Background: an optimization exercise with open tools, aiming at small area, a short achievable clock period and few clock cycles per item. Do not read the settings as production practice. In this exercise RTL edits were held to simulation tests only and were not proved equivalent to the original.

Design xtea_cores, start of the top module:
module xtea_cores (
    input wire clk,
    input wire rst_i,
    input wire valid_i,
    input wire en_i,
    input wire [63:0] data_a_i,
    input wire [63:0] data_b_i,
    input wire [127:0] key,
    input wire decrypt_i,
    output wire [63:0] result_a_o,
    output wire [63:0] result_b_o,
    output reg valid_o,
    output reg busy_o
);
  localparam [31:0] DELTA = 32'h9e3779b9;
  localparam [31:0] SUM32 = 32'hc6ef3720;
  reg [6:0] cnt;
  reg dec;
  reg swp;
  reg [31:0] k0, k1, k2, k3;
  reg [31:0] aa, ba, ab, bb;
  reg [31:0] kr, t;
  wire acc = (~busy_o | valid_o) & valid_i & en_i;
  wire last = dec ? (cnt == 7'd65) : (cnt == 7'd63);
  always @(posedge clk or posedge rst_i) begin
    if (rst_i) begin
      busy_o <= 1'b0;
      valid_o <= 1'b0;
      cnt <= 7'd0;
      dec <= 1'b0;
      swp <= 1'b0;
    end else begin
      if (acc) begin
        busy_o <= 1'b1;
        valid_o <= 1'b0;
        cnt <= 7'd0;
        dec <= decrypt_i;
        swp <= decrypt_i;
      end else begin
        if (valid_o) begin
          busy_o <= 1'b0;
          valid_o <= 1'b0;
        end else if (busy_o) begin
          valid_o <= last;
        end
        cnt <= cnt + 7'd1;
        swp <= dec & (cnt == 7'd64);
      end
    end
  end
  always @(posedge clk) begin
    if (acc) begin
      k0 <= key[127:96];
      k1 <= key[95:64];
      k2 <= key[63:32];
      k3 <= key[31:0];
    end
  end
  wire p = cnt[0] ^ dec;   
  wire [1:0] sel = cnt[0] ? t[1:0] : t[12:11];
  reg [31:0] ksel;
  always @(*) begin
    case (sel)
      2'd0: ksel = k0;
      2'd1: ksel = k1;
      2'd2: ksel = k2;
      default: ksel = k3;
    endcase
  end
  wire [31:0] sk = t + ksel;
  always @(posedge clk) begin
    if (acc) begin
      kr <= key[127:96];
      t  <= decrypt_i ? SUM32 : DELTA;
    end else begin
      kr <= sk ^ {32{dec}};
      if (p) t <= dec ? t - DELTA : t + DELTA;
    end
  end
  wire [31:0] na, nb;
  xtea step_a (.a(aa), .b(ba), .k(kr), .cin(dec), .y(na));
  xtea step_b (.a(ab), .b(bb), .k(kr), .cin(dec), .y(nb));
  always @(posedge clk) begin
    if (acc) begin
      aa <= data_a_i[63:32];
      ba <= data_a_i[31:0];
  ...
clock: 7.0 ns
lec_check: 0
abc_area: 1
cap_margin: 20
core_margin: 2
core_utilization: 40
setup_slack_margin: 3.0
slew_margin: 20
standard.sh (not shown) runs the stock make flow with config.mk's settings and CLKGATE_MAP_FILE= SYNTH_SCRIPT=/design/flow/synth_recipe.tcl, a recipe that flattens the netlist after the stock synthesis.
==> flow/flow/run.sh <==
#!/bin/bash
# Standard ORFS layout, but the port buffers are the smallest buffer cell and
# CTS uses smaller buffers and no dummy loads.
set -euo pipefail
export BUFFER_PORTS_ARGS="-buffer_cell sky130_fd_sc_hd__buf_1"
export ADDER_MAP_FILE=
export CTS_ARGS="-sink_clustering_enable -repair_clock_nets -dont_use_dummy_load -buf_list {sky130_fd_sc_hd__clkbuf_4 sky130_fd_sc_hd__clkbuf_8}"
bash standard.sh > standard_make.log 2>&1
The first run passed the timing, DRC and antenna checks.
Testbench counts at the start, summed over its fixed seeds: cycles 25,346, items 768.
Change:
--- a/flow/flow/run.sh
+++ b/flow/flow/run.sh
@@ -5,3 +5,2 @@
 export BUFFER_PORTS_ARGS="-buffer_cell sky130_fd_sc_hd__buf_1"
-export ADDER_MAP_FILE=
 export CTS_ARGS="-sink_clustering_enable -repair_clock_nets -dont_use_dummy_load -buf_list {sky130_fd_sc_hd__clkbuf_4 sky130_fd_sc_hd__clkbuf_8}"
- ABC_AREA: 1 -> unset
- SETUP_SLACK_MARGIN: 3.0 -> 2.6
Synthesized cell count came out lower by well over a third.
Synthesized area decreases by about a fifth.
Setup slack loses 910 ps.
Routed wire length came out lower by well over a third.
Sequential cell count stays the same.

========
Another version of the RTL of xtea_cores (not shown whole).
For scale: ~330 flip-flops, ~390 I/O pins, ~0.027 mm2 of cells after synthesis.
## xtea_cores
module xtea_cores (
    input wire clk,
    input wire rst_i,
    input wire valid_i,
    input wire en_i,
    input wire [63:0] data_a_i,
    input wire [63:0] data_b_i,
    input wire [127:0] key,
    input wire decrypt_i,
    output wire [63:0] result_a_o,
    output wire [63:0] result_b_o,
    output reg valid_o,
    output reg busy_o
);
clock: 7.0 ns
lec_check: 0
abc_area: 1
cap_margin: 20
core_margin: 2
core_utilization: 60
place_density: 0.75
setup_slack_margin: 3.5
slew_margin: 20
==> flow/flow/run.sh <==
#!/bin/bash
# Standard ORFS layout, but the port buffers are the smallest buffer cell and
# CTS uses smaller buffers and no dummy loads.
set -euo pipefail
export BUFFER_PORTS_ARGS="-buffer_cell sky130_fd_sc_hd__buf_1"
export ADDER_MAP_FILE=
export CTS_ARGS="-sink_clustering_enable -repair_clock_nets -dont_use_dummy_load -buf_list {sky130_fd_sc_hd__clkbuf_4 sky130_fd_sc_hd__clkbuf_8}"
bash standard.sh > standard_make.log 2>&1
Testbench counts at the start, summed over its fixed seeds: cycles 25,346, items 768.
Next try:
--- a/flow/config.mk
+++ b/flow/config.mk
@@ -9,6 +9,5 @@
 export CAP_MARGIN = 20
 export CORE_MARGIN = 2
-export CORE_UTILIZATION = 60
-export PLACE_DENSITY = 0.75
-export SETUP_SLACK_MARGIN = 3.5
+export CORE_UTILIZATION = 40
+export SETUP_SLACK_MARGIN = 3.4
 export SLEW_MARGIN = 20
Worst hold slack is better by 0.051 ns.
Final area is higher slightly.
Cell count went up by a few percent.
Die area went up by well over a third.
Routed wire length grows by roughly a tenth.
Clock skew is higher by 0.012 ns.
Utilization shrinks by 23 points.
Global-route usage fell by 11 points.

========
## tundra
RTL: one of the versions met above, not the one the previous note started from.
For scale: about 4500 cells after synthesis, about 390 I/O pins.
clock: 7.0 ns
lec_check: 0
abc_area: 1
cap_margin: 20
core_margin: 2
core_utilization: 40
setup_slack_margin: 3.8
slew_margin: 20
Scripts as last shown in full above: flow/flow/run.sh
Testbench counts of tundra, summed over its fixed seeds: cycles 25,346, items 768.
Setup changes, tundra to violet
==> flow/flow/run.sh <==
#!/bin/bash
# Standard ORFS layout, but the port buffers are the smallest buffer cell and
# CTS uses smaller buffers and no dummy loads.
set -euo pipefail
export BUFFER_PORTS_ARGS="-buffer_cell sky130_fd_sc_hd__buf_1"
export CTS_ARGS="-sink_clustering_enable -repair_clock_nets -dont_use_dummy_load -buf_list {sky130_fd_sc_hd__clkbuf_4} -sink_clustering_size 16"
bash standard.sh > standard_make.log 2>&1
diff --git a/flow/config.mk b/flow/config.mk
--- a/flow/config.mk
+++ b/flow/config.mk
@@ -7,3 +7,2 @@
 export LEC_CHECK = 0
-export ABC_AREA = 1
 export CAP_MARGIN = 20
@@ -11,3 +10,3 @@
 export CORE_UTILIZATION = 40
-export SETUP_SLACK_MARGIN = 3.8
+export SETUP_SLACK_MARGIN = 2.2
 export SLEW_MARGIN = 20
--- outcome ---
Sequential share of layout area: violet vs tundra up 7.5 points
Taking tundra over violet, the number of standard cells in the final layout excluding fillers ratio works out to 1.7.
For the final worst-path setup slack, violet came in 1.65 ns lower than tundra did.
violet vs tundra — number of standard-cell rows in the floorplan dropped by more than 10%
violet vs tundra on synthesized net count: violet is the lower one.
violet vs. tundra: global-route usage over all layers went down by 8.4 points.
tundra has a higher per-cell routed wire length than violet.
In violet, the synthesized area came out about 20% below the value in tundra.
> inputs changed (violet -> quartz)
==> flow/flow/run.sh <==
#!/bin/bash
# Standard ORFS layout, but the port buffers are the smallest buffer cell and
# CTS uses smaller buffers and no dummy loads.
set -euo pipefail
export BUFFER_PORTS_ARGS="-buffer_cell sky130_fd_sc_hd__buf_1"
export CTS_ARGS="-sink_clustering_enable -repair_clock_nets -dont_use_dummy_load -buf_list {sky130_fd_sc_hd__clkbuf_4 sky130_fd_sc_hd__clkbuf_8}"
bash standard.sh > standard_make.log 2>&1
diff --git a/flow/config.mk b/flow/config.mk
--- a/flow/config.mk
+++ b/flow/config.mk
@@ -7,2 +7,3 @@
 export LEC_CHECK = 0
+export ABC_AREA = 1
 export CAP_MARGIN = 20
@@ -10,3 +11,3 @@
 export CORE_UTILIZATION = 40
-export SETUP_SLACK_MARGIN = 2.2
+export SETUP_SLACK_MARGIN = 4
 export SLEW_MARGIN = 20
quartz finished end to end and its layout was clean on timing, DRC and antenna.
quartz vs. violet: count of clock buffers in the final design dropped 39%; via count of the first global-routing pass saw an increase; period utilization decreased 15 points.
Changes observed in quartz relative to violet: utilization picked up an extra 8.8 points, routed wire length grew by 38%, share of final-layout standard cells stronger than drive strength 1 has increased.
Register-to-register slack: quartz vs violet up 1.06 ns
Changes in pepper relative to quartz:
diff --git a/flow/config.mk b/flow/config.mk
--- a/flow/config.mk
+++ b/flow/config.mk
@@ -7,3 +7,2 @@
 export LEC_CHECK = 0
-export ABC_AREA = 1
 export CAP_MARGIN = 20
@@ -11,3 +10,3 @@
 export CORE_UTILIZATION = 40
-export SETUP_SLACK_MARGIN = 4
+export SETUP_SLACK_MARGIN = 2.2
 export SLEW_MARGIN = 20
Results
- In the flow results for quartz and pepper, the critical path depth is larger on quartz.
- | vertical extent of the die | higher: quartz |
- Largest fanout on the critical path (higher): pepper
- pepper against quartz; cell count after placement is down by more than 10%.
- Density: pepper sparser than quartz
- Going from quartz to pepper, area taken by flip-flops and latches shrank slightly.
- Compared pepper vs quartz, and post-place setup slack is down in pepper.

==> afterwards: timing with drivers on the ports <==
Ports are ideal in the flow. The routed layouts listed here were re-timed in OpenROAD. Step 1 assumes that a clkbuf_16 drives the clock port and a buf_2 every other input. Step 2 adds t to the input delays and takes it off the output delays; t is the mean of the earliest and latest rising clock arrival at the registers after step 1. Input paths then give back, and output paths get back, about the clock's delay inside the block. Three values: no drivers, after step 1, after step 2; two values: the first two.
run | shift t [ns] | slack for setup (ns) | hold WS [ns] | worst setup path after step 2
the first run of note 1 | 0.748 | 3.128 / 3.128 / 3.128 | 0.564 / 0.564 / 0.564 | register to register
the second run of note 1 | 0.680 | 2.219 / 2.219 / 2.219 | 0.499 / 0.499 / 0.499 | register to register
the first run of note 2 | 0.717 | 3.564 / 3.564 / 3.564 | 0.530 / 0.530 / 0.530 | register to register
the second run of note 2 | 0.745 | 3.555 / 3.555 / 3.555 | 0.581 / 0.581 / 0.581 | register to register
tundra | 0.741 | 3.853 / 3.853 / 3.324 | 0.519 / 0.519 / 0.519 | input to register
violet | 0.861 | 2.200 / 2.200 / 2.200 | 0.491 / 0.491 / 0.491 | register to register
quartz | 0.712 | 3.260 / 3.260 / 3.260 | 0.477 / 0.477 / 0.477 | register to register
pepper | 0.689 | 2.234 / 2.234 / 2.234 | 0.486 / 0.486 / 0.486 | register to register
After both steps setup and hold are still met in every run listed. For tundra, which loses most, drivers alone change the setup slack by 0.000 ns; drivers and shift together by -0.529 ns.
